This is an optimization exercise on Yosys and OpenROAD, whose aim is small area and a short achievable clock period, not a production implementation.
RTL that was checked went through simulation tests only; none was proved equivalent to the original.
No functional check of the RTL was part of runs 1 to 5.

`flow/config.mk`:
```
export PLATFORM = sky130hd
export DESIGN_NAME = heap
export DESIGN_NICKNAME = heap
export VERILOG_FILES = /design/flow/design.v
export SDC_FILE = /design/flow/constraint.sdc
export NUM_CORES = 4
export LEC_CHECK = 0
export CAP_MARGIN = 20
export CORE_MARGIN = 2
export CORE_UTILIZATION = 60
export SETUP_SLACK_MARGIN = 4.5
export SLEW_MARGIN = 20
```
`flow/constraint.sdc`:
```
create_clock -name core_clock -period 8.0 [get_ports {clk}]
set_input_delay 1.6000 -clock core_clock [delete_from_list [all_inputs] [get_ports {clk}]]
set_output_delay 1.6000 -clock core_clock [all_outputs]
set_load 0.01 [all_outputs]
```
`flow/design.v`:
```
module dpram
#(
	parameter NP = 2,
	parameter AW = 1,
	parameter DW = 62
)
(
	input [AW-1:0] sel,
	input [NP*DW-1:0] din,
	output [DW-1:0] dout
);
	assign dout = din[sel*DW +: DW];
endmodule
module data_store
#(
	parameter K = 1,
	parameter W = 31
)
(
	input clk,
	input clr,
	input we,
	input [(K>0?K:1)-1:0] wa,
	input [W-1:0] wd,
	output [(W<<K)-1:0] q
);
	localparam N = 1 << K;
	wire [W-1:0] wdc = {wd[W-1:17], wd[16:0] | {17{clr}}};
	genvar i;
	generate for (i = 0; i < N; i = i + 1) begin: g_node
		reg [W-1:0] v;
		always @(posedge clk)
			if (clr | (we & (K == 0 || wa == i)))
				v <= wdc;
		assign q[i*W +: W] = v;
	end
	endgenerate
endmodule
module sort_node
#(
	parameter W = 31
)
(
	input [W-1:0] x,
	input [W-1:0] c0,
	input [W-1:0] c1,
	output s,
	output swp,
	output [W-1:0] wd
);
	wire g01 = gt17(c1[16:0], c0[16:0]);
	wire g0x = gt17(c0[16:0], x[16:0]);
	wire g1x = gt17(c1[16:0], x[16:0]);
	assign s   = g01;
	assign swp = g01 ? g1x : g0x;
	assign wd  = (g01 & g1x) ? c1 : ((~g01 & g0x) ? c0 : x);
function gt17;
	input [16:0] ga;
	input [16:0] gb;
	integer gi, gl;
	reg [31:0] gg, gs;
	begin
		gg = 32'd0;
		gs = 32'd0;
		for (gi = 0; gi < 17; gi = gi + 1) begin
			gg[gi] = ga[gi] & ~gb[gi];
			gs[gi] = ~ga[gi] & gb[gi];
		end
		for (gl = 16; gl >= 1; gl = gl / 2)
			for (gi = 0; gi < gl; gi = gi + 1) begin
				gg[gi] = gg[2*gi+1] | (~gs[2*gi+1] & gg[2*gi]);
				gs[gi] = gs[2*gi+1] | (~gg[2*gi+1] & gs[2*gi]);
			end
		gt17 = gg[0];
	end
endfunction
endmodule
module heap
#(
	parameter DATA_WIDTH = 32,
	parameter KEY_WIDTH = 16,
	parameter NLEVELS = 5
	)
(
	input clk,
	input rstn,
	input [DATA_WIDTH-1:0] din,
	input en,
	input init,
	input flush,
	output reg [DATA_WIDTH-1:0] dout,
	output reg valid
    );
localparam W = 31;
reg         op0;         
reg [W-1:0] x0;          
reg         init_r;
reg         live;        
reg [5:0]   fcnt;        
reg         fwait;       
wire fop = (fcnt != 6'd0) & ~fwait;
always @(posedge clk or negedge rstn) begin
	if (!rstn) begin
		op0 <= 1'b0;
		init_r <= 1'b0;
		live <= 1'b0;
		fcnt <= 6'd0;
		fwait <= 1'b0;
	end
	else begin
		op0 <= en | fop;
		init_r <= init;
		if (init)
			live <= 1'b1;
		if (flush) begin
			fcnt <= 6'd63;
			fwait <= 1'b0;
		end
		else if (fcnt != 6'd0) begin
			fwait <= ~fwait;
			if (fop)
				fcnt <= fcnt - 6'd1;
		end
	end
end
always @(posedge clk) begin
	x0[W-1:17] <= din[29:16];
	x0[16:0]   <= fop ? 17'd0 : {din[15], ~din[15], din[14:0]};
end
wire [W*1-1:0]  l0;
wire [W*2-1:0]  l1;
wire [W*4-1:0]  l2;
wire [W*8-1:0]  l3;
wire [W*16-1:0] l4;
wire [W*32-1:0] l5;
wire         we0, we1, we2;
wire [W-1:0] wd0, wd1, wd2;
reg          a1, a2, a3, a4, a5;
reg  [0:0]   p1;
reg  [1:0]   p2;
reg  [2:0]   p3;
reg  [3:0]   p4;
reg  [4:0]   p5;
reg  [W-1:0] x1, x2, x3, x4, x5;
reg          pv3, pv4;
reg  [2:0]   pa3;
reg  [3:0]   pa4;
reg  [W-1:0] pd3, pd4;
data_store #(.K(0)) U_L0 (.clk(clk), .clr(init_r), .we(we0), .wa(1'b0), .wd(wd0), .q(l0));
data_store #(.K(1)) U_L1 (.clk(clk), .clr(init_r), .we(we1), .wa(p1),   .wd(wd1), .q(l1));
data_store #(.K(2)) U_L2 (.clk(clk), .clr(init_r), .we(we2), .wa(p2),   .wd(wd2), .q(l2));
data_store #(.K(3)) U_L3 (.clk(clk), .clr(init_r), .we(pv3), .wa(pa3),  .wd(pd3), .q(l3));
data_store #(.K(4)) U_L4 (.clk(clk), .clr(init_r), .we(pv4), .wa(pa4),  .wd(pd4), .q(l4));
data_store #(.K(5)) U_L5 (.clk(clk), .clr(init_r), .we(a5),  .wa(p5),   .wd(x5),  .q(l5));
wire gt_rx;
wire s0, swp0;
sort_node U_CR (.x(x0), .c0(x0), .c1(l0), .s(gt_rx), .swp(), .wd());
sort_node U_N0 (.x(x0), .c0(l1[0 +: W]), .c1(l1[W +: W]), .s(s0), .swp(swp0), .wd(wd0));
wire [W-1:0] out = gt_rx ? l0 : x0;
assign we0 = op0 & gt_rx;
always @(posedge clk) begin
	dout <= {2'b00, out[30:17], out[16], out[14:0]};
end
always @(posedge clk or negedge rstn) begin
	if (!rstn)
		valid <= 1'b0;
	else
		valid <= op0 & live & (out[16] ^ out[15]);
end
wire s1, swp1;
wire [2*W-1:0] pr1 = p1[0] ? l2[2*W +: 2*W] : l2[0 +: 2*W];
sort_node U_N1 (.x(x1), .c0(pr1[0 +: W]), .c1(pr1[W +: W]), .s(s1), .swp(swp1), .wd(wd1));
assign we1 = a1;
wire s2, swp2;
wire [2*W-1:0] q2;
dpram #(.NP(4), .AW(2), .DW(2*W)) U_RD3 (.sel(p2), .din(l3), .dout(q2));
reg  [1:0] hs2;      
wire [W-1:0] c20 = hs2[0] ? pd3 : q2[0 +: W];
wire [W-1:0] c21 = hs2[1] ? pd3 : q2[W +: W];
sort_node U_N2 (.x(x2), .c0(c20), .c1(c21), .s(s2), .swp(swp2), .wd(wd2));
assign we2 = a2;
reg  [4*W-1:0] pf3;
wire [4*W-1:0] rd4r, rd4;
dpram #(.NP(4), .AW(2), .DW(4*W)) U_RD4 (.sel(p2), .din(l4), .dout(rd4r));
wire h4p = pv4 & (pa4[3:2] == p2);
generate for (j = 0; j < 4; j = j + 1) begin: g_f4
	assign rd4[j*W +: W] = (h4p & (pa4[1:0] == j)) ? pd4 : rd4r[j*W +: W];
end
endgenerate
wire s3, swp3;
wire [W-1:0] wd3;
wire [2*W-1:0] q3 = p3[0] ? pf3[2*W +: 2*W] : pf3[0 +: 2*W];
reg  [1:0] hs3;      
wire [W-1:0] c30 = hs3[0] ? pd4 : q3[0 +: W];
wire [W-1:0] c31 = hs3[1] ? pd4 : q3[W +: W];
sort_node U_N3 (.x(x3), .c0(c30), .c1(c31), .s(s3), .swp(swp3), .wd(wd3));
reg  [4*W-1:0] pf4;
wire [4*W-1:0] rd5;
dpram #(.NP(8), .AW(3), .DW(4*W)) U_RD5 (.sel(p3), .din(l5), .dout(rd5));
wire h5 = a5 & (p5[4:2] == p3);
wire [4*W-1:0] rd5f;
genvar j;
generate for (j = 0; j < 4; j = j + 1) begin: g_f5
	assign rd5f[j*W +: W] = (h5 & (p5[1:0] == j)) ? x5 : rd5[j*W +: W];
end
endgenerate
wire s4, swp4;
wire [W-1:0] wd4;
wire [2*W-1:0] q4 = p4[0] ? pf4[2*W +: 2*W] : pf4[0 +: 2*W];
sort_node U_N4 (.x(x4), .c0(q4[0 +: W]), .c1(q4[W +: W]), .s(s4), .swp(swp4), .wd(wd4));
always @(posedge clk or negedge rstn) begin
	if (!rstn) begin
		a1 <= 1'b0;
		a2 <= 1'b0;
		a3 <= 1'b0;
		a4 <= 1'b0;
		a5 <= 1'b0;
		pv3 <= 1'b0;
		pv4 <= 1'b0;
	end
	else begin
		a1 <= op0 & gt_rx & swp0;
		a2 <= a1 & swp1;
		a3 <= a2 & swp2;
		a4 <= a3 & swp3;
		a5 <= a4 & swp4;
		pv3 <= a3;
		pv4 <= a4;
	end
end
always @(posedge clk) begin
	x1 <= x0;
	x2 <= x1;
	x3 <= x2;
	x4 <= x3;
	x5 <= x4;
	p1 <= s0;
	p2 <= {p1, s1};
	p3 <= {p2, s2};
	p4 <= {p3, s3};
	p5 <= {p4, s4};
	pa3 <= p3;
	pa4 <= p4;
	pd3 <= wd3;
	pd4 <= wd4;
	hs2[0] <= a3 & (p3[2] == p1[0]) & (p3[1] == s1) & ~p3[0];
	hs2[1] <= a3 & (p3[2] == p1[0]) & (p3[1] == s1) &  p3[0];
	hs3[0] <= a4 & (p4[3:2] == p2) & (p4[1] == s2) & ~p4[0];
	hs3[1] <= a4 & (p4[3:2] == p2) & (p4[1] == s2) &  p4[0];
	pf3 <= rd4;
	pf4 <= rd5f;
end
endmodule
```
`flow/run.sh`:
```
#!/bin/bash
# synth_recipe.tcl (not shown) runs the flow's synth.tcl, then flattens the netlist and writes it again
# the make line also repeats each setting of config.mk as NAME=value (left out here)
make -C /OpenROAD-flow-scripts/flow DESIGN_CONFIG=/design/flow/config.mk WORK_HOME=/design/flow/orfs CLKGATE_MAP_FILE= SYNTH_SCRIPT=/design/flow/synth_recipe.tcl finish
```
==> results of run 1 <==
## cell usage in the layout (no fill, tap or decap), types with 33 or more instances in the layout
cell,Yosys,final
buf_12,0,60
mux2_2,192,175
clkbuf_1,156,59
maj3_1,101,75
clkbuf_16,0,254
maj3_2,14,39
o21ai_0,240,172
o22ai_1,35,33
clkinv_1,1,43
mux2i_1,459,381
buf_4,16,208
mux2i_4,0,41
dfxtp_1,545,521
clkinv_2,0,39
nor2_1,164,148
mux2i_2,0,37
clkbuf_8,0,34
a21oi_1,98,53
a21oi_2,0,38
mux2_4,22,39
buf_6,4,45
clkdlybuf4s50_1,0,65
or2_2,62,60
inv_1,133,132
mux4_2,434,434
nor2b_1,42,36
nand2_1,340,295
nand2b_1,38,37
edfxtp_1,1953,1953
## area by class of cell
type / count / area, sq um
Timing Repair inverter: 2 / 15.01
Inverter: 135 / 518.0
Sequential cell: 2516 / 70070
Timing Repair Buffer: 431 / 5261
Clock inverter: 122 / 1232
Fill cell: 10200 / 46600
Tap cell: 2175 / 2721
Antenna cell: 2 / 5.005
Multi-Input combinational cell: 2666 / 28920
Clock buffer: 340 / 6870
## how the worst min path moves through the flow
stage | to | startpoint | slack [ns] | depth (start not counted)
CTS | x4[28]$_DFF_P_ | x3[28]$_DFF_P_ | 0.36 | 0
detailed placement | x2[18]$_DFF_P_ | x1[18]$_DFF_P_ | 0.34 | 0
floorplan | pa4[0]$_DFF_P_ | p4[0]$_DFF_P_ | 0.33 | 0
global route | x5[29]$_DFF_P_ | x4[29]$_DFF_P_ | 0.37 | 0
global placement | x5[17]$_DFF_P_ | x4[17]$_DFF_P_ | 0.34 | 0
finish | x5[29]$_DFF_P_ | x4[29]$_DFF_P_ | 0.36 | 0
## per-layer routing
layer / global-route usage [%] / share of wire [%] / vias up / wire length, um
met5: 0 / 0.014 / - / 35
met4: 9.151 / 3.0 / 6 / 7490
met3: 4.254 / 5.9 / 443 / 14490
met2: 49.21 / 50 / 1798 / 123000
met1: 41.07 / 41 / 27601 / 101400
li1: - / - / 22803 / -
## cells by family after synthesis
family	after synthesis	share of synthesized area [%]
AOI/OAI and AO/OA	664	4.430
xor gates and xnor gates	14	0.1256
adders and majority gates	117	1.223
buffers and inverters	415	1.726
DFF	2516	71.72
muxes	1108	17.28
other	1	0.003842
and+or+nand+nor	751	3.491
## worst max-delay path: stages, from the launching register on
cell      delay (ns)
edfxtp_1        0.42
nor2b_4         0.15
maj3_2          0.30
maj3_2          0.30
maj3_2          0.29
maj3_2          0.29
maj3_2          0.30
maj3_2          0.31
maj3_2          0.36
a221oi_4        0.33
a311o_2         0.25
or2_4           0.21
and2_4          0.27
a21oi_2         0.08
## what timing repair did
item | CTS | global route
hold buffers | 0 | 0
buffers inserted | 155 | 64
gates resized for setup | 379 | 180
endpoints found under the setup margin | 654 | 338
pin swaps | 117 | 91
gates cloned | 37 | 8
## through the flow
| stage | hold WS [ns] | area (sq um) | utilization, % |
|---|---|---|---|
| final | 0.3590 | 115600 | 71.27 |
| after global placement | 0.3402 | 101800 | 62.79 |
| after floorplan | 0.3258 | 98420 | - |
| after detailed placement | 0.3371 | 101800 | 62.79 |
| after CTS | 0.3585 | 114100 | 70.36 |
| after global routing | 0.3704 | 115600 | 71.27 |
## flip-flops by register name, summed over array words and instances (netlist names), 62 cells and up
signal	count
U_L5.g_node.v	992
U_L4.g_node.v	496
pf3	124
U_L2.g_node.v	124
pf4	124
U_L1.g_node.v	62
U_L3.g_node.v	248
==> results.sh, run 1 <==
export IMPL_ys_ff_latch=2516
export IMPL_cp_data_required_time_ns=8.63
export IMPL_worstReg2RegEnd="U_L0.g_node[0].v[22]$_DFFE_PP_"
export IMPL_synth_cells=5586
export IMPL_drt_iter0_drc=5491
export IMPL_clock_skew_ns=0.03010
export IMPL_grt_first_pass_wirelength_mm=357.7
export IMPL_wl_per_cell_um=29.38
export IMPL_criticalPathCategory="reg2reg"
export IMPL_ys_warn_count=8
export IMPL_cts_tree="done"
export IMPL_cp_start_kind="flip-flop"
export IMPL_fp_dieArea_sq_mm=0.1659
export IMPL_fin_crit_ns=4.135
export IMPL_hp_class="reg2reg"
export IMPL_cap_violations=0
export IMPL_r2r_cells=13
export IMPL_synth_area_leaders="edfxtp_1, dfxtp_1, mux4_2"
export IMPL_track_usage_pct=29.61
export IMPL_rows=148
export IMPL_synth_edff_count=1953
export IMPL_drive_gt1_share_pct=30.25
export IMPL_syn_area_sq_mm=0.09762
export IMPL_design_core_area_sq_mm=0.1622
export IMPL_pre_cts_ws_ns=2.534
export IMPL_initial_utilization_pct=60.18
export IMPL_r2r_start="U_L1.g_node[1].v[0]$_DFFE_PP_"
export IMPL_grt_max_degree=133
export IMPL_drt_pass1_iterations=8
export IMPL_cts_sinks=2516
export IMPL_setup_ws_ns=3.865
export IMPL_cts_root_buffer_cell="clkbuf_16"
export IMPL_gp_congestion=0.8591
export IMPL_ctsLongestPathBuffers=3
export IMPL_area_growth_pct=18.43
export IMPL_routed_wl_mm=246.5
export IMPL_avgViaCountPerCell=6.276
export IMPL_antenna_found_initial=9
export IMPL_synth_common_cells="edfxtp_1, dfxtp_1, mux2i_1, mux4_2, nand2_1"
export IMPL_max_slew_margin_rel_pct=24.42
export IMPL_dp_hpwl_mm=131.1
export IMPL_fmax_mhz=241.8
export IMPL_arrival_ns=4.77
export IMPL_rsz0062_at_grt="true"
export IMPL_dp_cells=7660
export IMPL_remaining_drc_errors=0
export IMPL_grt_overflow_total=0
export IMPL_synth_top_area_share_pct=60.08
export IMPL_antenna_left=0
export IMPL_yosysUniqueCellTypes=83
export IMPL_setup_tns_ns=0
export IMPL_worst_setup_path_end_kind="flip-flop"
export IMPL_crit_fanout=8
export IMPL_endpoint="U_L0.g_node[0].v[22]$_DFFE_PP_"
export IMPL_worst_pin_slew_ns=1.134
export IMPL_yosys_area_top_type="edfxtp_1"
export IMPL_dieHeight_um=407.4
export IMPL_ff2ff_setup_slack_ns=3.86
export IMPL_ys_flop_type="edfxtp_1"
export IMPL_critPathLaunch="U_L1.g_node[1].v[0]$_DFFE_PP_"
export IMPL_cts_clk_slew_worst_paths_ns=0.06
export IMPL_insertion_delay_ns=0.90
export IMPL_die_w_um=407.4
export IMPL_nets=6032
export IMPL_io_buffers=65
export IMPL_async_reset_ff_share_pct=0.7154
export IMPL_htreeDepth=4
export IMPL_fin_crit_sh_pct=51.69
export IMPL_finalMaxSlewViolations=0
export IMPL_yosysMostFrequentCell="edfxtp_1"
export IMPL_ios=70
export IMPL_yosysSeqAreaShare_pct=71.72
export IMPL_status="no timing/DRC/antenna violations"
export IMPL_grt_pass1_vias=52524
export IMPL_layout_cells_non_filler=8389
export IMPL_cts_buffers=241
export IMPL_vias=52651
export IMPL_syn_avg_cell_area_sq_um=17.48
export IMPL_setup_viol=0
export IMPL_hold_viol_final=0
==> run 2: changes to the inputs <==
--- a/flow/design.v
+++ b/flow/design.v
@@ -179,17 +179,10 @@
 wire [W-1:0] c21 = hs2[1] ? pd3 : q2[W +: W];
 sort_node U_N2 (.x(x2), .c0(c20), .c1(c21), .s(s2), .swp(swp2), .wd(wd2));
 assign we2 = a2;
-reg  [4*W-1:0] pf3;
-wire [4*W-1:0] rd4r, rd4;
-dpram #(.NP(4), .AW(2), .DW(4*W)) U_RD4 (.sel(p2), .din(l4), .dout(rd4r));
-wire h4p = pv4 & (pa4[3:2] == p2);
-generate for (j = 0; j < 4; j = j + 1) begin: g_f4
-	assign rd4[j*W +: W] = (h4p & (pa4[1:0] == j)) ? pd4 : rd4r[j*W +: W];
-end
-endgenerate
 wire s3, swp3;
 wire [W-1:0] wd3;
-wire [2*W-1:0] q3 = p3[0] ? pf3[2*W +: 2*W] : pf3[0 +: 2*W];
+wire [2*W-1:0] q3;
+dpram #(.NP(8), .AW(3), .DW(2*W)) U_RD4 (.sel(p3), .din(l4), .dout(q3));
 reg  [1:0] hs3;      
 wire [W-1:0] c30 = hs3[0] ? pd4 : q3[0 +: W];
 wire [W-1:0] c31 = hs3[1] ? pd4 : q3[W +: W];
@@ -247,7 +240,6 @@
 	hs2[1] <= a3 & (p3[2] == p1[0]) & (p3[1] == s1) &  p3[0];
 	hs3[0] <= a4 & (p4[3:2] == p2) & (p4[1] == s2) & ~p4[0];
 	hs3[1] <= a4 & (p4[3:2] == p2) & (p4[1] == s2) &  p4[0];
-	pf3 <= rd4;
 	pf4 <= rd5f;
 end
 endmodule
--- a/flow/config.mk
+++ b/flow/config.mk
@@ -5,6 +5,7 @@
 export SDC_FILE = /design/flow/constraint.sdc
 export NUM_CORES = 4
 export LEC_CHECK = 0
+export ABC_AREA = 1
 export CAP_MARGIN = 20
 export CORE_MARGIN = 2
 export CORE_UTILIZATION = 60
==> run 2 against run 1 <==
  * Sequential share of layout area is 0.87 points higher
  * Maximum frequency is 16% higher
  * Hold slack worse by 0.0068 ns
  * Critical path type unchanged
  * Largest cell class unchanged
  * Clock skew is 0.00078 ns higher
==> results.sh, run 2 <==
export IMPL_hold_viol_final=0
export IMPL_grt_overflow_total=0
export IMPL_dp_hpwl_mm=159.4
export IMPL_crit_path_top_delay_cell="buf_4"
export IMPL_fp_dieArea_sq_mm=0.1644
export IMPL_antenna_left=0
export IMPL_syn_area_sq_mm=0.09671
export IMPL_track_usage_pct=34.52
export IMPL_synth_top_area_share_pct=60.64
export IMPL_grt_pass1_vias=62343
export IMPL_cts_root_buffer_cell="clkbuf_16"
export IMPL_criticalPathCategory="reg2reg"
export IMPL_rsz0062_at_grt="true"
export IMPL_finalMaxSlewViolations=0
export IMPL_drt_pass1_iterations=7
export IMPL_final_common_cell="edfxtp_1"
export IMPL_avgViaCountPerCell=6.182
export IMPL_ios=70
export IMPL_insertion_delay_ns=0.88
export IMPL_placed_area_sq_mm=0.09998
export IMPL_final_fill_count=11593
export IMPL_routed_wl_mm=289.2
export IMPL_crit_fanout=63
export IMPL_drive_gt1_share_pct=9.404
export IMPL_yosysMostFrequentCell="edfxtp_1"
export IMPL_cap_violations=0
export IMPL_io_buffers=65
export IMPL_async_reset_ff_share_pct=0.7525
export IMPL_drt_iter0_drc=7806
export IMPL_fmax_mhz=279.9
export IMPL_pre_cts_ws_ns=2.341
export IMPL_largest_reg_flops=992
export IMPL_synth_cells=8372
export IMPL_grt_first_pass_wirelength_mm=412.2
export IMPL_cp_slowest_stage_delay_ns=0.52
export IMPL_vias=66816
export IMPL_rows=147
export IMPL_cts_hold_buf=0
export IMPL_nets=8466
export IMPL_cts_buffers=230
export IMPL_yosys_area_top_type="edfxtp_1"
export IMPL_cp_num_buf_inv=3
export IMPL_synth_common_cells="edfxtp_1, nand2_1, o21ai_0, nand3_1, nor2_1"
export IMPL_initial_utilization_pct=60.30
export IMPL_setup_viol=0
export IMPL_stdcell_area_sq_mm=0.1099
export IMPL_ys_warn_count=8
export IMPL_setup_tns_ns=0
export IMPL_fin_crit_ns=3.572
export IMPL_ys_flop_type="edfxtp_1"
export IMPL_top_regs="U_L5.g_node.v (992), U_L4.g_node.v (496), U_L3.g_node.v (248)"
export IMPL_fin_crit_sh_pct=44.65
export IMPL_htreeDepth=4
export IMPL_yosysSeqAreaShare_pct=69.82
export IMPL_ctsLongestPathBuffers=3
export IMPL_dieHeight_um=405.5
export IMPL_cts_tree="done"
export IMPL_hold_ws_ns=0.3522
export IMPL_cp_data_required_time_ns=8.72
export IMPL_most_common_layout_cells="edfxtp_1, nand2_1, nand3_1, o21ai_0, nor2_1"
export IMPL_die_w_um=405.5
export IMPL_critPathTopFamily="buffers and inverters"
export IMPL_design_core_area_sq_mm=0.1604
export IMPL_cts_clk_slew_worst_paths_ns=0.06
export IMPL_top_register="U_L5.g_node.v"
export IMPL_arrival_ns=4.29
export IMPL_setup_ws_ns=4.428
export IMPL_path_cells="inv_12 > buf_6 > nand2_1 > a21oi_4 > nand3_4 > buf_4 > nand3_1 > o21ai_0"
export IMPL_gp_congestion=0.9257
export IMPL_remaining_drc_errors=0
export IMPL_yosysUniqueCellTypes=52
export IMPL_hp_class="reg2reg"
export IMPL_area_growth_pct=13.62
export IMPL_syn_avg_cell_area_sq_um=11.55
export IMPL_antenna_found_initial=13
export IMPL_wl_per_cell_um=26.76
export IMPL_worst_pin_slew_ns=1.188
export IMPL_worst_setup_path_end_kind="flip-flop"
export IMPL_synth_area_leaders="edfxtp_1, dfxtp_1, nand2_1"
export IMPL_status="no timing/DRC/antenna violations"
export IMPL_ys_ff_latch=2392
export IMPL_grt_max_degree=169
export IMPL_synth_edff_count=1953
export IMPL_clock_skew_ns=0.03088
export IMPL_fin_util_pct=68.52
export IMPL_cp_start_kind="flip-flop"
export IMPL_cts_sinks=2392
export IMPL_max_slew_margin_rel_pct=20.52
==> run 2: changes by cell type after synthesis, sizes merged, moves of 42 or more <==
cell | previous run | this run
dfxtp | 545 | 421
nand2 | 340 | 1648
maj3 | 115 | 0
nor2b | 42 | 0
mux4 | 434 | 0
nor2 | 164 | 689
clkbuf | 156 | 309
inv | 134 | 555
nand3 | 19 | 751
o221ai | 55 | 253
mux2i | 459 | 314
mux2 | 215 | 0
o21ai | 244 | 801
==> run 2: what timing repair did <==
action,in CTS,in global routing
cloned,18,13
buffers inserted,37,17
setup endpoints to repair,394,306
gates resized for setup,168,92
pin swaps,9,12
==> run 2: final timing paths <==
kind / start / end / slack [ns] / cells past startpoint
max: p3[2]$_DFF_P_ / pf4[68]$_DFF_P_ / 4.43 / 8
min: x1[14]$_DFF_P_ / x2[14]$_DFF_P_ / 0.35 / 0
max reg2reg: p3[2]$_DFF_P_ / pf4[68]$_DFF_P_ / 4.43 / 8
min reg2reg: x1[14]$_DFF_P_ / x2[14]$_DFF_P_ / 0.35 / 0
max in group asynchronous: rstn / pv3$_DFF_PN0_ / 6.67 / 1
min in group asynchronous: rstn / op0$_DFF_PN0_ / 0.82 / 1
==> run 2: final cells by class <==
cell class                      instances  area (sq um)  share of cell area [%]
Sequential cell                      2392         67550                   61.47
Timing Repair Buffer                  273          3184                   2.898
Inverter                              560          2230                   2.029
Timing Repair inverter                  4         36.28                 0.03302
Antenna cell                           14         35.03                 0.03188
Clock inverter                         95          1062                  0.9667
Clock buffer                          345          6601                   6.007
Multi-Input combinational cell       4966         26480                   24.10
Tap cell                             2160          2703                   2.459
==> run 2: worst reg2reg max path: stages (launching register included) <==
cell and delay, ns:
dfxtp_4 0.48, inv_12 0.37, buf_6 0.49, nand2_1 0.17
a21oi_4 0.49, nand3_4 0.52, buf_4 0.53, nand3_1 0.27
o21ai_0 0.12
==> run 2: cell families after synthesis <==
logic type	synth area share, %
AOI/OAI and AO/OA	8.743
adders and majority gates	0.02587
buffers and inverters	4.189
DFF	69.82
muxes	3.250
other	0.003877
and+or+nand+nor	13.97
==> run 2: routing by layer <==
metal	global-route usage (%)	vias up	routed length [um]
met5	0	-	13
met3	5.545	748	25040
li1	-	29888	-
met1	45.33	32803	110700
met4	18.18	2	17750
met2	55.76	3375	135700
==> run 2: through the flow <==
stage | instances
floorplan | 8373
global placement | 10268
detailed placement | 10269
CTS | 10764
global route | 10803
finish | 10809
==> run 3: changes to the inputs <==
--- a/flow/config.mk
+++ b/flow/config.mk
@@ -9,5 +9,5 @@
 export CAP_MARGIN = 20
 export CORE_MARGIN = 2
 export CORE_UTILIZATION = 60
-export SETUP_SLACK_MARGIN = 4.5
+export SETUP_SLACK_MARGIN = 5
 export SLEW_MARGIN = 20
==> run 3 against run 2 <==
  * Worst setup slack improved by 0.35 ns
  * Still clean on timing, DRC and antenna
  * Cell area grew 6.4%
==> results.sh, run 3 <==
export IMPL_status="no timing/DRC/antenna violations"
export IMPL_setup_viol=0
export IMPL_worst_setup_path_end_kind="flip-flop"
export IMPL_antenna_found_initial=16
export IMPL_synth_top_area_share_pct=60.64
export IMPL_vias=69694
export IMPL_grt_max_degree=255
export IMPL_most_common_layout_cells="edfxtp_1, nand2_1, nor2_1, o21ai_0, nand3_1"
export IMPL_grt_pass1_vias=63498
export IMPL_cpMostUsedCell="buf_12"
export IMPL_async_reset_ff_share_pct=0.7525
export IMPL_htreeDepth=4
export IMPL_synth_edff_count=1953
export IMPL_crit_path_top_delay_cell="dfxtp_4"
export IMPL_yosysSeqAreaShare_pct=69.82
export IMPL_drt_iter0_drc=8800
export IMPL_rows=147
export IMPL_multi_input_area_sq_mm=0.02921
export IMPL_cts_sinks=2392
export IMPL_fp_dieArea_sq_mm=0.1644
export IMPL_cts_buffers=230
export IMPL_cp_slowest_stage_delay_ns=0.44
export IMPL_area_growth_pct=20.86
export IMPL_grt_first_pass_wirelength_mm=429.1
export IMPL_die_w_um=405.5
export IMPL_syn_avg_cell_area_sq_um=11.55
export IMPL_pre_cts_ws_ns=3.048
export IMPL_crit_fanout=8
export IMPL_hold_viol_final=0
export IMPL_arrival_ns=3.99
export IMPL_drive_gt1_share_pct=18.12
export IMPL_ys_ff_latch=2392
export IMPL_design_core_area_sq_mm=0.1604
export IMPL_dp_hpwl_mm=146.8
export IMPL_cts_clk_slew_worst_paths_ns=0.06
export IMPL_synth_common_cells="edfxtp_1, nand2_1, o21ai_0, nand3_1, nor2_1"
export IMPL_cap_violations=0
export IMPL_cp_start_kind="flip-flop"
export IMPL_yosys_area_top_type="edfxtp_1"
export IMPL_ys_warn_count=8
export IMPL_yosysUniqueCellTypes=52
export IMPL_cts_hold_buf=0
export IMPL_setup_ws_ns=4.773
export IMPL_dieHeight_um=405.5
export IMPL_drt_pass1_iterations=7
export IMPL_criticalPathCategory="reg2reg"
export IMPL_io_buffers=65
export IMPL_track_usage_pct=36.30
export IMPL_final_fill_count=10669
export IMPL_top_register="U_L5.g_node.v"
export IMPL_cts_tree="done"
export IMPL_avgViaCountPerCell=6.292
export IMPL_syn_area_sq_mm=0.09671
export IMPL_fin_crit_sh_pct=40.33
export IMPL_initial_utilization_pct=60.30
export IMPL_synth_area_leaders="edfxtp_1, dfxtp_1, nand2_1"
export IMPL_register_area_sq_mm=0.06756
export IMPL_antenna_left=0
export IMPL_final_common_cell="edfxtp_1"
export IMPL_cts_root_buffer_cell="clkbuf_16"
export IMPL_max_slew_margin_rel_pct=21.55
export IMPL_remaining_drc_errors=0
export IMPL_ctsLongestPathBuffers=3
export IMPL_largest_reg_flops=992
export IMPL_nets=8744
export IMPL_yosysMostFrequentCell="edfxtp_1"
export IMPL_setup_tns_ns=0
export IMPL_layout_cells_non_filler=11076
export IMPL_clock_skew_ns=0.05586
export IMPL_fin_crit_ns=3.227
export IMPL_finalMaxSlewViolations=0
export IMPL_cp_data_required_time_ns=8.76
export IMPL_hp_class="reg2reg"
export IMPL_worst_pin_slew_ns=1.177
export IMPL_insertion_delay_ns=0.90
export IMPL_top_regs="U_L5.g_node.v (992), U_L4.g_node.v (496), U_L3.g_node.v (248)"
export IMPL_ios=70
export IMPL_rsz0062_at_grt="true"
export IMPL_routed_wl_mm=311.6
export IMPL_gp_congestion=0.9183
export IMPL_dp_cells=10257
export IMPL_wl_per_cell_um=28.14
export IMPL_fmax_mhz=309.9
export IMPL_grt_overflow_total=0
export IMPL_ys_flop_type="edfxtp_1"
export IMPL_synth_cells=8372
[run 3: cell counts after synthesis]
Identical to the previous run, type by type.
[run 3: repair_timing]
item                       in CTS  in global routing
resized for setup             684                567
pin swaps                     122                203
cloned                         92                 33
buffers inserted              170                 79
setup endpoints to repair    2023                711
[run 3: cell type report]
type                            count  share of cell area (%)
Sequential cell                  2392                   57.80
Multi-Input combinational cell   4980                   24.99
Timing Repair Buffer              519                   6.164
Clock buffer                      325                   5.488
Tap cell                         2160                   2.312
Inverter                          560                   1.946
Clock inverter                    111                   1.054
Timing Repair inverter             22                  0.2312
Antenna cell                        7                 0.01499
[run 3: worst max-delay path, delay by kind of cell (launching register included)]
kind,cells,cell delay [ns]
simple gates,12,0.97
compound gates,3,0.34
flops,1,0.44
buf+inv,10,1.33
[run 3: worst paths after layout]
check	start	end	slack [ns]	cells past startpoint
worst min-delay path	x4[26]$_DFF_P_	x5[26]$_DFF_P_	0.35	0
max in group asynchronous	rstn	a4$_DFF_PN0_	6.58	2
worst min register to register	x4[26]$_DFF_P_	x5[26]$_DFF_P_	0.35	0
worst max-delay path	p3[0]$_DFF_P_	pd3[19]$_DFF_P_	4.77	25
min in group asynchronous	rstn	pv4$_DFF_PN0_	1.11	2
worst max register to register	p3[0]$_DFF_P_	pd3[19]$_DFF_P_	4.77	25
[run 3: routing by layer]
metal	track usage, %	wire (um)	vias to the layer above
met5	0	13	-
met4	18.87	20340	2
met3	5.266	31040	963
met2	56.96	142500	4234
met1	49.71	117800	33980
li1	-	-	30515
[run 3: cells by family (layout without fill, tap and decap cells)]
kind of cell / after synthesis / after routing / synth area share [%]
AND/OR/NAND/NOR: 3240 / 3265 / 13.97
flip-flops: 2392 / 2392 / 69.82
AO/OA/AOI/OAI: 1397 / 1397 / 8.743
buffers and inverters: 1026 / 1537 / 4.189
multiplexers: 314 / 314 / 3.250
adder cells (fa/ha/maj): 2 / 2 / 0.02587
other: 1 / 9 / 0.003877
[run 3: through the flow]
step                utilization, %  hold WS [ns]  cell area (sq um)
floorplan                        -        0.3258              96720
global placement             62.31        0.3352              99930
detailed placement           62.31        0.3399              99930
CTS                          70.57        0.3501             113200
global route                 72.87        0.3613             116900
finish                       72.88        0.3523             116900
==> run 4: changes to the inputs <==
--- a/flow/design.v
+++ b/flow/design.v
@@ -187,19 +187,10 @@
 wire [W-1:0] c30 = hs3[0] ? pd4 : q3[0 +: W];
 wire [W-1:0] c31 = hs3[1] ? pd4 : q3[W +: W];
 sort_node U_N3 (.x(x3), .c0(c30), .c1(c31), .s(s3), .swp(swp3), .wd(wd3));
-reg  [4*W-1:0] pf4;
-wire [4*W-1:0] rd5;
-dpram #(.NP(8), .AW(3), .DW(4*W)) U_RD5 (.sel(p3), .din(l5), .dout(rd5));
-wire h5 = a5 & (p5[4:2] == p3);
-wire [4*W-1:0] rd5f;
-genvar j;
-generate for (j = 0; j < 4; j = j + 1) begin: g_f5
-	assign rd5f[j*W +: W] = (h5 & (p5[1:0] == j)) ? x5 : rd5[j*W +: W];
-end
-endgenerate
 wire s4, swp4;
 wire [W-1:0] wd4;
-wire [2*W-1:0] q4 = p4[0] ? pf4[2*W +: 2*W] : pf4[0 +: 2*W];
+wire [2*W-1:0] q4;
+dpram #(.NP(16), .AW(4), .DW(2*W)) U_RD5 (.sel(p4), .din(l5), .dout(q4));
 sort_node U_N4 (.x(x4), .c0(q4[0 +: W]), .c1(q4[W +: W]), .s(s4), .swp(swp4), .wd(wd4));
 always @(posedge clk or negedge rstn) begin
 	if (!rstn) begin
@@ -240,6 +231,5 @@
 	hs2[1] <= a3 & (p3[2] == p1[0]) & (p3[1] == s1) &  p3[0];
 	hs3[0] <= a4 & (p4[3:2] == p2) & (p4[1] == s2) & ~p4[0];
 	hs3[1] <= a4 & (p4[3:2] == p2) & (p4[1] == s2) &  p4[0];
-	pf4 <= rd5f;
-end
-endmodule
+end
+endmodule
--- a/flow/config.mk
+++ b/flow/config.mk
@@ -9,5 +9,5 @@
 export CAP_MARGIN = 20
 export CORE_MARGIN = 2
 export CORE_UTILIZATION = 60
-export SETUP_SLACK_MARGIN = 5
+export SETUP_SLACK_MARGIN = 4.5
 export SLEW_MARGIN = 20
==> run 4 against run 3 <==
  * Clock skew is 0.017 ns lower
  * Cell area down 6.9%
  * Final cell count is 2.1% higher
  * Area after synthesis decreased by 2.8%
  * Maximum frequency is 7.2% lower
  * Highest routed layer unchanged
  * Sequential share of layout area grew 2.0 points
  * Global-route usage shrank 2.2 points
  * Die area fell by 2.7%
==> results.sh, run 4 <==
export IMPL_syn_area_sq_mm=0.09403
export IMPL_busiest_layer="met2"
export IMPL_finalMaxSlewViolations=0
export IMPL_status="no timing/DRC/antenna violations"
export IMPL_clock_skew_ns=0.03855
export IMPL_path_cells="buf_6 > buf_16 > nand2_1 > nand2_1 > nand2_1 > nand2_1 > nand2_1 > nand3_1 > nand2_1 > o22ai_1 > nand2_1 > nand2_1 > nand2_1 > nand2_2 > nand2_1 > a21oi_4 > nand2_4 > buf_12 > nand2_1 > nand3_2 > nand2_1"
export IMPL_htreeDepth=4
export IMPL_rows=145
export IMPL_setup_tns_ns=0
export IMPL_grt_max_degree=100
export IMPL_insertion_delay_ns=0.84
export IMPL_largest_reg_flops=992
export IMPL_critPathLaunch="p4[0]$_DFF_P_"
export IMPL_drt_pass1_iterations=6
export IMPL_cpMostUsedCell="nand2_1"
export IMPL_endpoint="pd4[17]$_DFF_P_"
export IMPL_antenna_left=0
export IMPL_wl_per_cell_um=25.11
export IMPL_avgViaCountPerCell=5.964
export IMPL_cts_sinks=2268
export IMPL_fmax_mhz=287.6
export IMPL_cts_tree="done"
export IMPL_synth_cells=8890
export IMPL_ff2ff_setup_slack_ns=4.52
export IMPL_rsz0062_at_grt="true"
export IMPL_top_register="U_L5.g_node.v"
export IMPL_syn_avg_cell_area_sq_um=10.58
export IMPL_cp_start_kind="flip-flop"
export IMPL_worst_pin_slew_ns=1.095
export IMPL_synth_edff_count=1953
export IMPL_hold_viol_final=0
export IMPL_yosysSeqAreaShare_pct=69.17
export IMPL_ios=70
export IMPL_max_slew_margin_rel_pct=26.89
export IMPL_yosysUniqueCellTypes=53
export IMPL_dp_hpwl_mm=147.6
export IMPL_cts_root_buffer_cell="clkbuf_16"
export IMPL_ys_ff_latch=2268
export IMPL_async_reset_ff_share_pct=0.7937
export IMPL_grt_first_pass_wirelength_mm=397.0
export IMPL_r2r_cells=21
export IMPL_routed_wl_mm=284.0
export IMPL_r2r_start="p4[0]$_DFF_P_"
export IMPL_drt_iter0_drc=7644
export IMPL_synth_common_cells="nand2_1, edfxtp_1, nor2_1, o21ai_0, inv_1"
export IMPL_dieHeight_um=399.9
export IMPL_final_fill_count=11210
export IMPL_most_common_layout_cells="nand2_1, edfxtp_1, nor2_1, inv_1, nand3_1"
export IMPL_cts_hold_buf=0
export IMPL_initial_utilization_pct=60.34
export IMPL_yosysMostFrequentCell="nand2_1"
export IMPL_met1_usage_pct=49.08
export IMPL_hp_class="reg2reg"
export IMPL_ctsLongestPathBuffers=3
export IMPL_ys_warn_count=8
export IMPL_synth_top_area_share_pct=62.37
export IMPL_cp_data_required_time_ns=8.78
export IMPL_use_met2_pct=52.80
export IMPL_gp_congestion=0.8980
export IMPL_cp_slowest_stage_delay_ns=0.50
export IMPL_grt_overflow_total=0
export IMPL_fin_crit_ns=3.477
export IMPL_criticalPathCategory="reg2reg"
export IMPL_ys_flop_type="edfxtp_1"
export IMPL_synth_area_leaders="edfxtp_1, nand2_1, dfxtp_1"
export IMPL_crit_path_top_delay_cell="dfxtp_4"
export IMPL_cts_buffers=222
export IMPL_use_met3_pct=6.225
export IMPL_cts_clk_slew_worst_paths_ns=0.06
export IMPL_yosys_area_top_type="edfxtp_1"
export IMPL_design_core_area_sq_mm=0.1558
export IMPL_top_regs="U_L5.g_node.v (992), U_L4.g_node.v (496), U_L3.g_node.v (248)"
export IMPL_fp_dieArea_sq_mm=0.1599
export IMPL_vias=67448
export IMPL_cap_violations=0
export IMPL_worstReg2RegEnd="pd4[17]$_DFF_P_"
export IMPL_final_common_cell="nand2_1"
export IMPL_track_usage_pct=34.15
export IMPL_io_buffers=65
export IMPL_nets=9089
export IMPL_crit_fanout=22
export IMPL_grt_pass1_vias=60666
export IMPL_drive_gt1_share_pct=10.98
export IMPL_area_growth_pct=15.79
export IMPL_setup_viol=0
export IMPL_die_w_um=399.9
export IMPL_worst_setup_path_end_kind="flip-flop"
export IMPL_fin_crit_sh_pct=43.47
export IMPL_remaining_drc_errors=0
export IMPL_arrival_ns=4.26
export IMPL_antenna_found_initial=6
[run 4: cell type report]
cell class              count  area (sq um)  share of cell area (%)
diodes                      5         12.51                 0.01149
clock buffers             307          6217                   5.710
clock inverters           113          1308                   1.201
inverters                 687          2755                   2.531
multi-input cells        5493         25870                   23.76
flip-flops and latches   2268         65080                   59.78
well taps                2058          2575                   2.365
repair buffers            371          4987                   4.581
repair inverters            7         63.81                 0.05861
[run 4: critical path: cells and delay by family (launching register included)]
family / cells / cell delay, ns
AO/OA/AOI/OAI: 2 / 0.57
buffers and inverters: 3 / 0.69
AND/OR/NAND/NOR: 16 / 1.59
flip-flops: 1 / 0.50
[run 4: logic make-up after synthesis]
group / count (synthesis) / share of synthesized area (%)
and+or+nand+nor: 4297 / 18.73
DFF: 2268 / 69.17
AOI/OAI and AO/OA: 1170 / 7.099
buffers and inverters: 1136 / 4.804
muxes: 16 / 0.1703
adders and majority gates: 2 / 0.02661
other: 1 / 0.003988
[run 4: what timing repair did]
action / 4_1_cts / 5_1_grt
endpoints found under the setup margin: 353 / 291
gates cloned: 32 / 33
endpoints found under the hold margin: 0 / 0
setup buffers: 63 / 44
pin swaps: 12 / 49
gates resized for setup: 231 / 221
[run 4: through the flow]
stage | worst slack [ns] | hold slack, ns | instance area [sq um] | std cells | utilization [%]
6_report | 4.523 | 0.3515 | 108900 | 11309 | 69.86
5_1_grt | 4.409 | 0.3587 | 108900 | 11304 | 69.85
4_1_cts | 4.478 | 0.3527 | 106900 | 11227 | 68.62
3_5_place_dp | 2.833 | 0.3363 | 97230 | 10712 | 62.39
3_3_place_gp | 2.906 | 0.3386 | 97230 | 10712 | 62.39
2_1_floorplan | 3.863 | 0.3258 | 94050 | 8891 | -
[run 4: worst min path at each step]
stage | start | endpoint | slack [ns] | depth (start not counted)
after floorplan | p4[3]$_DFF_P_ | p5[4]$_DFF_P_ | 0.33 | 0
after detailed placement | x1[11]$_DFF_P_ | x2[11]$_DFF_P_ | 0.34 | 0
after CTS | x1[21]$_DFF_P_ | x2[21]$_DFF_P_ | 0.35 | 0
after global routing | x4[29]$_DFF_P_ | x5[29]$_DFF_P_ | 0.36 | 0
after global placement | x4[17]$_DFF_P_ | x5[17]$_DFF_P_ | 0.34 | 0
final | x1[21]$_DFF_P_ | x2[21]$_DFF_P_ | 0.35 | 0
[run 4: metal layers]
metal / wire length, um / up-vias
met3: 31410 / 587
met5: 13 / -
met1: 113900 / 32579
met4: 10950 / 2
li1: - / 30745
met2: 127800 / 3535
==> run 5: changes to the inputs <==
--- a/flow/config.mk
+++ b/flow/config.mk
@@ -9,5 +9,5 @@
 export CAP_MARGIN = 20
 export CORE_MARGIN = 2
 export CORE_UTILIZATION = 60
-export SETUP_SLACK_MARGIN = 4.5
+export SETUP_SLACK_MARGIN = 5
 export SLEW_MARGIN = 20
==> run 5 against run 4 <==
  * Critical endpoint is now U_L2.g_node[2].v[30]$_DFFE_PP_
  * First-iteration DRC count is 8.4% higher
  * Critical path type unchanged
  * Die area stayed put
  * Critical path depth is 2 higher
==> results.sh, run 5 <==
export IMPL_clock_skew_ns=0.04211
export IMPL_dp_hpwl_mm=147.8
export IMPL_r2r_cells=23
export IMPL_cp_slowest_stage_delay_ns=0.44
export IMPL_rows=145
export IMPL_finalMaxSlewViolations=0
export IMPL_top_register="U_L5.g_node.v"
export IMPL_insertion_delay_ns=0.86
export IMPL_cts_sinks=2268
export IMPL_r2r_start="p2[0]$_DFF_P_"
export IMPL_synth_edff_count=1953
export IMPL_io_buffers=65
export IMPL_cp_start_kind="flip-flop"
export IMPL_setup_ws_ns=4.627
export IMPL_hold_ws_ns=0.3470
export IMPL_drive_gt1_share_pct=18.24
export IMPL_cp_data_required_time_ns=8.56
export IMPL_design_core_area_sq_mm=0.1558
export IMPL_rsz0062_at_grt="true"
export IMPL_antenna_found_initial=8
export IMPL_critPathLaunch="p2[0]$_DFF_P_"
export IMPL_nets=9331
export IMPL_criticalPathCategory="reg2reg"
export IMPL_cts_tree="done"
export IMPL_status="no timing/DRC/antenna violations"
export IMPL_ios=70
export IMPL_cpMostUsedCell="nand2_2"
export IMPL_ctsLongestPathBuffers=3
export IMPL_fp_dieArea_sq_mm=0.1599
export IMPL_syn_area_sq_mm=0.09403
export IMPL_largest_reg_flops=992
export IMPL_yosysMostFrequentCell="nand2_1"
export IMPL_met3WireLength_mm=34.76
export IMPL_synth_common_cells="nand2_1, edfxtp_1, nor2_1, o21ai_0, inv_1"
export IMPL_dieHeight_um=399.9
export IMPL_wl_per_cell_um=26.33
export IMPL_stdcell_area_sq_mm=0.1143
export IMPL_path_cells="buf_6 > nor2_4 > buf_12 > buf_12 > buf_16 > a22oi_2 > nand3_1 > o21ai_2 > nor2_1 > nand2_1 > nand2_1 > nand2_2 > nand2_2 > nor2_2 > nand2_2 > nand2_4 > nand2_8 > buf_6 > nand3_4 > buf_16 > nand2_1 > nand3_1 > nand2_2"
export IMPL_most_common_layout_cells="nand2_1, edfxtp_1, nor2_1, inv_1, o21ai_0"
export IMPL_crit_path_top_delay_cell="dfxtp_4"
export IMPL_vias=70182
export IMPL_endpoint="U_L2.g_node[2].v[30]$_DFFE_PP_"
export IMPL_pre_cts_ws_ns=2.621
export IMPL_grt_first_pass_wirelength_mm=421.7
export IMPL_synth_area_leaders="edfxtp_1, nand2_1, dfxtp_1"
export IMPL_hp_class="reg2reg"
export IMPL_top_layer_used="met5"
export IMPL_grt_max_degree=92
export IMPL_top_regs="U_L5.g_node.v (992), U_L4.g_node.v (496), U_L3.g_node.v (248)"
export IMPL_antenna_left=0
export IMPL_ys_warn_count=8
export IMPL_fin_crit_ns=3.373
export IMPL_ys_ff_latch=2268
export IMPL_track_usage_pct=36.46
export IMPL_ff2ff_setup_slack_ns=4.63
export IMPL_drt_pass1_iterations=9
export IMPL_htreeDepth=4
export IMPL_yosys_area_top_type="edfxtp_1"
export IMPL_wl_met2_mm=134.4
export IMPL_grt_pass1_vias=63673
export IMPL_initial_utilization_pct=60.34
export IMPL_routed_wl_mm=304.1
export IMPL_setup_viol=0
export IMPL_grt_overflow_total=0
export IMPL_fin_crit_sh_pct=42.16
export IMPL_worst_pin_slew_ns=1.087
export IMPL_cts_hold_buf=0
export IMPL_cts_root_buffer_cell="clkbuf_16"
export IMPL_syn_avg_cell_area_sq_um=10.58
export IMPL_ys_flop_type="edfxtp_1"
export IMPL_gp_congestion=0.9020
export IMPL_fin_util_pct=73.37
export IMPL_yosysSeqAreaShare_pct=69.17
export IMPL_cap_violations=0
export IMPL_remaining_drc_errors=0
export IMPL_max_slew_margin_rel_pct=27.28
export IMPL_worst_setup_path_end_kind="flip-flop"
export IMPL_synth_cells=8890
export IMPL_placed_area_sq_mm=0.09718
export IMPL_final_common_cell="nand2_1"
export IMPL_setup_tns_ns=0
export IMPL_async_reset_ff_share_pct=0.7937
export IMPL_hold_viol_final=0
export IMPL_worstReg2RegEnd="U_L2.g_node[2].v[30]$_DFFE_PP_"
export IMPL_fmax_mhz=296.5
export IMPL_m1WireLength_mm=115.5
export IMPL_cts_buffers=221
export IMPL_die_w_um=399.9
export IMPL_avgViaCountPerCell=6.076
export IMPL_drt_iter0_drc=8286
export IMPL_crit_fanout=8
export IMPL_cts_clk_slew_worst_paths_ns=0.06
export IMPL_synth_top_area_share_pct=62.37
export IMPL_yosysUniqueCellTypes=53
export IMPL_arrival_ns=3.93
export IMPL_area_growth_pct=21.60
==> run 5: cell type report <==
class | instances | area, sq um
Antenna cell | 2 | 5.005
Inverter | 687 | 2810
Clock buffer | 296 | 6158
Tap cell | 2058 | 2575
Fill cell | 10408 | 41500
Timing Repair Buffer | 587 | 7865
Clock inverter | 126 | 1179
Sequential cell | 2268 | 65080
Multi-Input combinational cell | 5505 | 28380
Timing Repair inverter | 22 | 286.5
==> run 5: what timing repair did <==
| item | 4_1_cts | 5_1_grt |
|---|---|---|
| gates resized for setup | 728 | 652 |
| buffers inserted | 197 | 103 |
| pin swaps | 104 | 238 |
| gates cloned | 90 | 32 |
| endpoints found under the setup margin | 850 | 357 |
==> run 5: cells by family after synthesis <==
logic type,count (synthesis),synth area share [%]
buf+inv,1136,4.804
simple gates,4297,18.73
other cells,1,0.003988
mux,16,0.1703
compound gates,1170,7.099
flops,2268,69.17
fa+ha+maj,2,0.02661
==> run 5: per-layer routing <==
layer | GRT usage (%) | vias to the layer above
li1 | - | 31262
met1 | 50.09 | 33670
met2 | 55.61 | 4264
met3 | 7.476 | 982
met4 | 18.37 | 4
met5 | 0 | -
==> run 5: how the worst min path moves through the flow <==
| stage | cells past startpoint | from | to | slack (ns) |
|---|---|---|---|---|
| 3_5_place_dp | 0 | x4[19]$_DFF_P_ | x5[19]$_DFF_P_ | 0.34 |
| 4_1_cts | 0 | x4[26]$_DFF_P_ | x5[26]$_DFF_P_ | 0.35 |
| 5_1_grt | 0 | x4[22]$_DFF_P_ | x5[22]$_DFF_P_ | 0.35 |
| 3_3_place_gp | 0 | x4[22]$_DFF_P_ | x5[22]$_DFF_P_ | 0.33 |
| 6_report | 0 | x4[22]$_DFF_P_ | x5[22]$_DFF_P_ | 0.35 |
| 2_1_floorplan | 0 | p4[3]$_DFF_P_ | p5[4]$_DFF_P_ | 0.33 |
==> run 5: worst max-delay path: cells and delay by family, from the launching register on <==
kind / cells / cell delay [ns]
compound gates: 2 / 0.26
buf+inv: 6 / 0.89
flops: 1 / 0.44
simple gates: 15 / 1.49
==> run 5: per-stage QoR <==
stage	cells
6_report	11551
5_1_grt	11549
4_1_cts	11414
3_5_place_dp	10705
3_3_place_gp	10705
2_1_floorplan	8891
==> run 6: changes to the inputs <==
--- a/flow/design.v
+++ b/flow/design.v
@@ -134,7 +134,7 @@
 wire [W*16-1:0] l4;
 wire [W*32-1:0] l5;
 wire         we0, we1, we2;
-wire [W-1:0] wd0, wd1, wd2;
+wire [W-1:0] wd0, wd1, wd2, wd3, wd4;
 reg          a1, a2, a3, a4, a5;
 reg  [0:0]   p1;
 reg  [1:0]   p2;
@@ -142,15 +142,11 @@
 reg  [3:0]   p4;
 reg  [4:0]   p5;
 reg  [W-1:0] x1, x2, x3, x4, x5;
-reg          pv3, pv4;
-reg  [2:0]   pa3;
-reg  [3:0]   pa4;
-reg  [W-1:0] pd3, pd4;
 data_store #(.K(0)) U_L0 (.clk(clk), .clr(init_r), .we(we0), .wa(1'b0), .wd(wd0), .q(l0));
 data_store #(.K(1)) U_L1 (.clk(clk), .clr(init_r), .we(we1), .wa(p1),   .wd(wd1), .q(l1));
 data_store #(.K(2)) U_L2 (.clk(clk), .clr(init_r), .we(we2), .wa(p2),   .wd(wd2), .q(l2));
-data_store #(.K(3)) U_L3 (.clk(clk), .clr(init_r), .we(pv3), .wa(pa3),  .wd(pd3), .q(l3));
-data_store #(.K(4)) U_L4 (.clk(clk), .clr(init_r), .we(pv4), .wa(pa4),  .wd(pd4), .q(l4));
+data_store #(.K(3)) U_L3 (.clk(clk), .clr(init_r), .we(a3),  .wa(p3),   .wd(wd3), .q(l3));
+data_store #(.K(4)) U_L4 (.clk(clk), .clr(init_r), .we(a4),  .wa(p4),   .wd(wd4), .q(l4));
 data_store #(.K(5)) U_L5 (.clk(clk), .clr(init_r), .we(a5),  .wa(p5),   .wd(x5),  .q(l5));
 wire gt_rx;
 wire s0, swp0;
@@ -174,21 +170,17 @@
 wire s2, swp2;
 wire [2*W-1:0] q2;
 dpram #(.NP(4), .AW(2), .DW(2*W)) U_RD3 (.sel(p2), .din(l3), .dout(q2));
-reg  [1:0] hs2;      
-wire [W-1:0] c20 = hs2[0] ? pd3 : q2[0 +: W];
-wire [W-1:0] c21 = hs2[1] ? pd3 : q2[W +: W];
+wire [W-1:0] c20 = q2[0 +: W];
+wire [W-1:0] c21 = q2[W +: W];
 sort_node U_N2 (.x(x2), .c0(c20), .c1(c21), .s(s2), .swp(swp2), .wd(wd2));
 assign we2 = a2;
 wire s3, swp3;
-wire [W-1:0] wd3;
 wire [2*W-1:0] q3;
 dpram #(.NP(8), .AW(3), .DW(2*W)) U_RD4 (.sel(p3), .din(l4), .dout(q3));
-reg  [1:0] hs3;      
-wire [W-1:0] c30 = hs3[0] ? pd4 : q3[0 +: W];
-wire [W-1:0] c31 = hs3[1] ? pd4 : q3[W +: W];
+wire [W-1:0] c30 = q3[0 +: W];
+wire [W-1:0] c31 = q3[W +: W];
 sort_node U_N3 (.x(x3), .c0(c30), .c1(c31), .s(s3), .swp(swp3), .wd(wd3));
 wire s4, swp4;
-wire [W-1:0] wd4;
 wire [2*W-1:0] q4;
 dpram #(.NP(16), .AW(4), .DW(2*W)) U_RD5 (.sel(p4), .din(l5), .dout(q4));
 sort_node U_N4 (.x(x4), .c0(q4[0 +: W]), .c1(q4[W +: W]), .s(s4), .swp(swp4), .wd(wd4));
@@ -199,8 +191,6 @@
 		a3 <= 1'b0;
 		a4 <= 1'b0;
 		a5 <= 1'b0;
-		pv3 <= 1'b0;
-		pv4 <= 1'b0;
 	end
 	else begin
 		a1 <= op0 & gt_rx & swp0;
@@ -208,8 +198,6 @@
 		a3 <= a2 & swp2;
 		a4 <= a3 & swp3;
 		a5 <= a4 & swp4;
-		pv3 <= a3;
-		pv4 <= a4;
 	end
 end
 always @(posedge clk) begin
@@ -223,13 +211,5 @@
 	p3 <= {p2, s2};
 	p4 <= {p3, s3};
 	p5 <= {p4, s4};
-	pa3 <= p3;
-	pa4 <= p4;
-	pd3 <= wd3;
-	pd4 <= wd4;
-	hs2[0] <= a3 & (p3[2] == p1[0]) & (p3[1] == s1) & ~p3[0];
-	hs2[1] <= a3 & (p3[2] == p1[0]) & (p3[1] == s1) &  p3[0];
-	hs3[0] <= a4 & (p4[3:2] == p2) & (p4[1] == s2) & ~p4[0];
-	hs3[1] <= a4 & (p4[3:2] == p2) & (p4[1] == s2) &  p4[0];
-end
-endmodule
+end
+endmodule
==> run 6 against run 5 <==
  * Die area decreased by 5.5%
  * Maximum frequency decreased by 14%
  * Synthesized cell count is 12% lower
  * Largest cell class unchanged
  * Non-clock buffer count up 60
  * Via count decreased by 6.2%
  * Final cell count decreased by 9.3%
  * First-iteration DRC count grew 3.1%
  * Global-route usage grew 2.3 points
  * Hold slack worse by 0.0070 ns
==> results.sh, run 6 <==
export IMPL_yosysMostFrequentCell="nand2_1"
export IMPL_worst_setup_path_end_kind="flip-flop"
export IMPL_drive_gt1_share_pct=22.85
export IMPL_grt_overflow_total=0
export IMPL_syn_avg_cell_area_sq_um=11.39
export IMPL_io_buffers=65
export IMPL_worst_pin_slew_ns=1.197
export IMPL_vias=65841
export IMPL_synth_top_family_by_area="simple AND/OR/NAND/NOR gates"
export IMPL_routed_wl_mm=305.7
export IMPL_initial_utilization_pct=60.27
export IMPL_setup_tns_ns=0
export IMPL_cp_start_kind="flip-flop"
export IMPL_clock_skew_ns=0.04483
export IMPL_pre_cts_ws_ns=2.083
export IMPL_synth_top_area_share_pct=66.05
export IMPL_antenna_left=0
export IMPL_synth_area_leaders="edfxtp_1, nand2_1, dfxtp_1"
export IMPL_dp_hpwl_mm=133.9
export IMPL_most_common_layout_cells="nand2_1, edfxtp_1, inv_1, nand3_1, a22oi_1"
export IMPL_criticalPathCategory="reg2reg"
export IMPL_cts_hold_buf=0
export IMPL_ys_warn_count=8
export IMPL_synth_compound_area_share_pct=7.245
export IMPL_top_layer_used="met5"
export IMPL_rsz0062_at_grt="true"
export IMPL_crit_fanout=8
export IMPL_avgViaCountPerCell=6.282
export IMPL_grt_max_degree=65
export IMPL_hold_end="x5[18]$_DFF_P_"
export IMPL_wl_met2_mm=132.8
export IMPL_status="no timing/DRC/antenna violations"
export IMPL_die_w_um=388.7
export IMPL_r2r_start="p4[0]$_DFF_P_"
export IMPL_synth_cells=7792
export IMPL_synthAdderAreaFrac_pct=0.03946
export IMPL_final_common_cell="nand2_1"
export IMPL_synth_edff_count=1953
export IMPL_worstReg2RegEnd="U_L4.g_node[1].v[14]$_DFFE_PP_"
export IMPL_fin_crit_ns=3.945
export IMPL_met3WireLength_mm=40.01
export IMPL_nets=8401
export IMPL_wl_per_cell_um=29.17
export IMPL_max_slew_margin_rel_pct=20.22
export IMPL_largest_reg_flops=992
export IMPL_insertion_delay_ns=0.87
export IMPL_r2r_cells=25
export IMPL_track_usage_pct=38.72
export IMPL_fp_dieArea_sq_mm=0.1511
export IMPL_top_register="U_L5.g_node.v"
export IMPL_cts_root_buffer_cell="clkbuf_16"
export IMPL_setup_ws_ns=4.055
export IMPL_fin_util_pct=76.74
export IMPL_drt_iter0_drc=8546
export IMPL_async_reset_ff_share_pct=0.7273
export IMPL_ys_ff_latch=2200
export IMPL_cap_violations=0
export IMPL_muxShareOfSynthArea_pct=0.2029
export IMPL_arrival_ns=4.62
export IMPL_crit_path_top_delay_cell="dfxtp_4"
export IMPL_syn_area_sq_mm=0.08879
export IMPL_htreeDepth=4
export IMPL_gp_congestion=0.8875
export IMPL_setup_viol=0
export IMPL_cts_tree="done"
export IMPL_dieHeight_um=388.7
export IMPL_ys_flop_type="edfxtp_1"
export IMPL_hp_start="x4[18]$_DFF_P_"
export IMPL_hp_class="reg2reg"
export IMPL_top_regs="U_L5.g_node.v (992), U_L4.g_node.v (496), U_L3.g_node.v (248)"
export IMPL_area_growth_pct=27.32
export IMPL_synth_xor_area_share_pct=0.009865
export IMPL_synth_common_cells="nand2_1, edfxtp_1, inv_1, nand3_1, nor2_1"
export IMPL_final_fill_count=8788
export IMPL_grt_first_pass_wirelength_mm=416.7
export IMPL_min_path_cells=0
export IMPL_yosysUniqueCellTypes=55
export IMPL_cts_buffers=217
export IMPL_critPathTopFamily="simple AND/OR/NAND/NOR gates"
export IMPL_grt_pass1_vias=60101
export IMPL_remaining_drc_errors=0
export IMPL_ctsLongestPathBuffers=3
export IMPL_fin_crit_sh_pct=49.31
export IMPL_antenna_found_initial=7
export IMPL_cts_clk_slew_worst_paths_ns=0.06
export IMPL_synth_simple_area_share_pct=16.97
export IMPL_ios=70
export IMPL_cp_slowest_stage_delay_ns=0.41
export IMPL_finalMaxSlewViolations=0
export IMPL_ff2ff_setup_slack_ns=4.06
export IMPL_design_core_area_sq_mm=0.1473
export IMPL_fmax_mhz=253.5
export IMPL_m1WireLength_mm=109.9
export IMPL_cp_num_buf_inv=9
export IMPL_yosysSeqAreaShare_pct=71.71
export IMPL_yosys_area_top_type="edfxtp_1"
export IMPL_hold_viol_final=0
export IMPL_cp_data_required_time_ns=8.68
export IMPL_cts_sinks=2200
export IMPL_drt_pass1_iterations=7
export IMPL_rows=141
## run 6: cell count changes after synthesis, sizes merged, moves of 67 or more
cell   before   now
a21oi     104   266
a22oi      30   353
buf       212   145
inv       683   498
nand2    2378  2603
nand3     636   477
nor2      999   381
o21ai     697   218
o22ai     129    12
## run 6: timing repair
item	4_1_cts	5_1_grt
pin swaps	192	227
setup endpoints to repair	1526	1054
resized for setup	1230	588
setup buffers	248	96
cloned	129	36
## run 6: cell type report
type	instances	area (sq um)	share of cell area, %
diodes	4	10.01	0.008855
well taps	1930	2415	2.136
repair inverters	21	266.5	0.2358
clock inverters	115	1199	1.060
flip-flops and latches	2200	63710	56.36
inverters	501	2071	1.832
repair buffers	647	9480	8.386
multi-input cells	4774	27940	24.72
clock buffers	289	5956	5.269
## run 6: cells by family (layout without fill, tap and decap cells)
| logic type | after synthesis | in the layout |
|---|---|---|
| mux | 18 | 18 |
| other cells | 1 | 6 |
| compound gates | 1012 | 1012 |
| simple gates | 3695 | 3738 |
| xor+xnor | 1 | 1 |
| fa+ha+maj | 3 | 3 |
| buf+inv | 862 | 1573 |
| flops | 2200 | 2200 |
## run 6: worst reg2reg max path: stages (launching register included)
cell	delay, ns
dfxtp_4	0.41
buf_16	0.18
nor2_4	0.16
buf_6	0.12
buf_12	0.15
buf_6	0.13
nand2_1	0.04
nand3_1	0.07
nand2_1	0.05
nand4_1	0.27
inv_1	0.15
nand2_1	0.12
nor2_2	0.06
nor2_1	0.17
nand2_1	0.09
nor2_1	0.11
nand2_1	0.10
nand2_2	0.13
nand4_4	0.19
buf_6	0.18
buf_6	0.11
buf_12	0.15
nor2_4	0.21
nor2_4	0.08
buf_6	0.19
nand2_8	0.14
## run 6: through the flow
stage | instances | instance area [sq um] | hold slack, ns
6_report | 10481 | 113000 | 0.3400
5_1_grt | 10477 | 113000 | 0.3517
4_1_cts | 10345 | 109400 | 0.3482
3_5_place_dp | 9564 | 92210 | 0.3367
3_3_place_gp | 9564 | 92210 | 0.3342
2_1_floorplan | 7793 | 88920 | 0.3258
## run 6: worst max-delay path by stage
| stage | end | depth (start not counted) | start |
|---|---|---|---|
| CTS | U_L4.g_node[11].v[9]$_DFFE_PP_ | 26 | p4[0]$_DFF_P_ |
| finish | U_L4.g_node[1].v[14]$_DFFE_PP_ | 25 | p4[0]$_DFF_P_ |
| floorplan | U_L3.g_node[0].v[0]$_DFFE_PP_ | 8 | p3[0]$_DFF_P_ |
| detailed placement | U_L4.g_node[4].v[23]$_DFFE_PP_ | 21 | p4[0]$_DFF_P_ |
| global route | U_L4.g_node[1].v[14]$_DFFE_PP_ | 25 | p4[0]$_DFF_P_ |
| global placement | U_L4.g_node[13].v[23]$_DFFE_PP_ | 21 | p4[0]$_DFF_P_ |
## run 6: metal layers
metal  GRT usage, %  vias to the layer above
met1          53.18                    31859
met5              0                        -
li1               -                    28452
met4          23.15                        2
met2          56.73                     4472
met3          9.111                     1056

[what the ideal ports hide]
The results above use ideal ports. As a check the final layouts listed here were re-extracted and re-timed, cells and wires unchanged.
Step 1 (the two cells are an assumption about what drives the block):
set clk [get_ports {clk}]
set_driving_cell -lib_cell sky130_fd_sc_hd__clkbuf_16 $clk
set_driving_cell -lib_cell sky130_fd_sc_hd__buf_2 [delete_from_list [all_inputs] $clk]
Step 2, shift: input delay + t, output delay - t, t = (earliest + latest rising clock arrival at the registers) / 2. This alone moves slack from input paths to output paths.
Three values: no drivers, after step 1, after step 2; two values: the first two.
run | t (ns) | setup slack, ns | hold WS [ns]
run 1 | 0.968 | 3.865 / 3.865 / 3.865 | 0.359 / 0.359 / 0.359
run 2 | 0.949 | 4.428 / 4.428 / 4.428 | 0.352 / 0.352 / 0.352
run 3 | 0.963 | 4.773 / 4.773 / 4.773 | 0.352 / 0.352 / 0.352
run 4 | 0.916 | 4.523 / 4.523 / 4.523 | 0.351 / 0.351 / 0.351
run 5 | 0.921 | 4.627 / 4.627 / 4.627 | 0.347 / 0.347 / 0.347
run 6 | 0.926 | 4.055 / 4.055 / 4.055 | 0.340 / 0.340 / 0.340
After both steps every run listed still meets setup and hold.
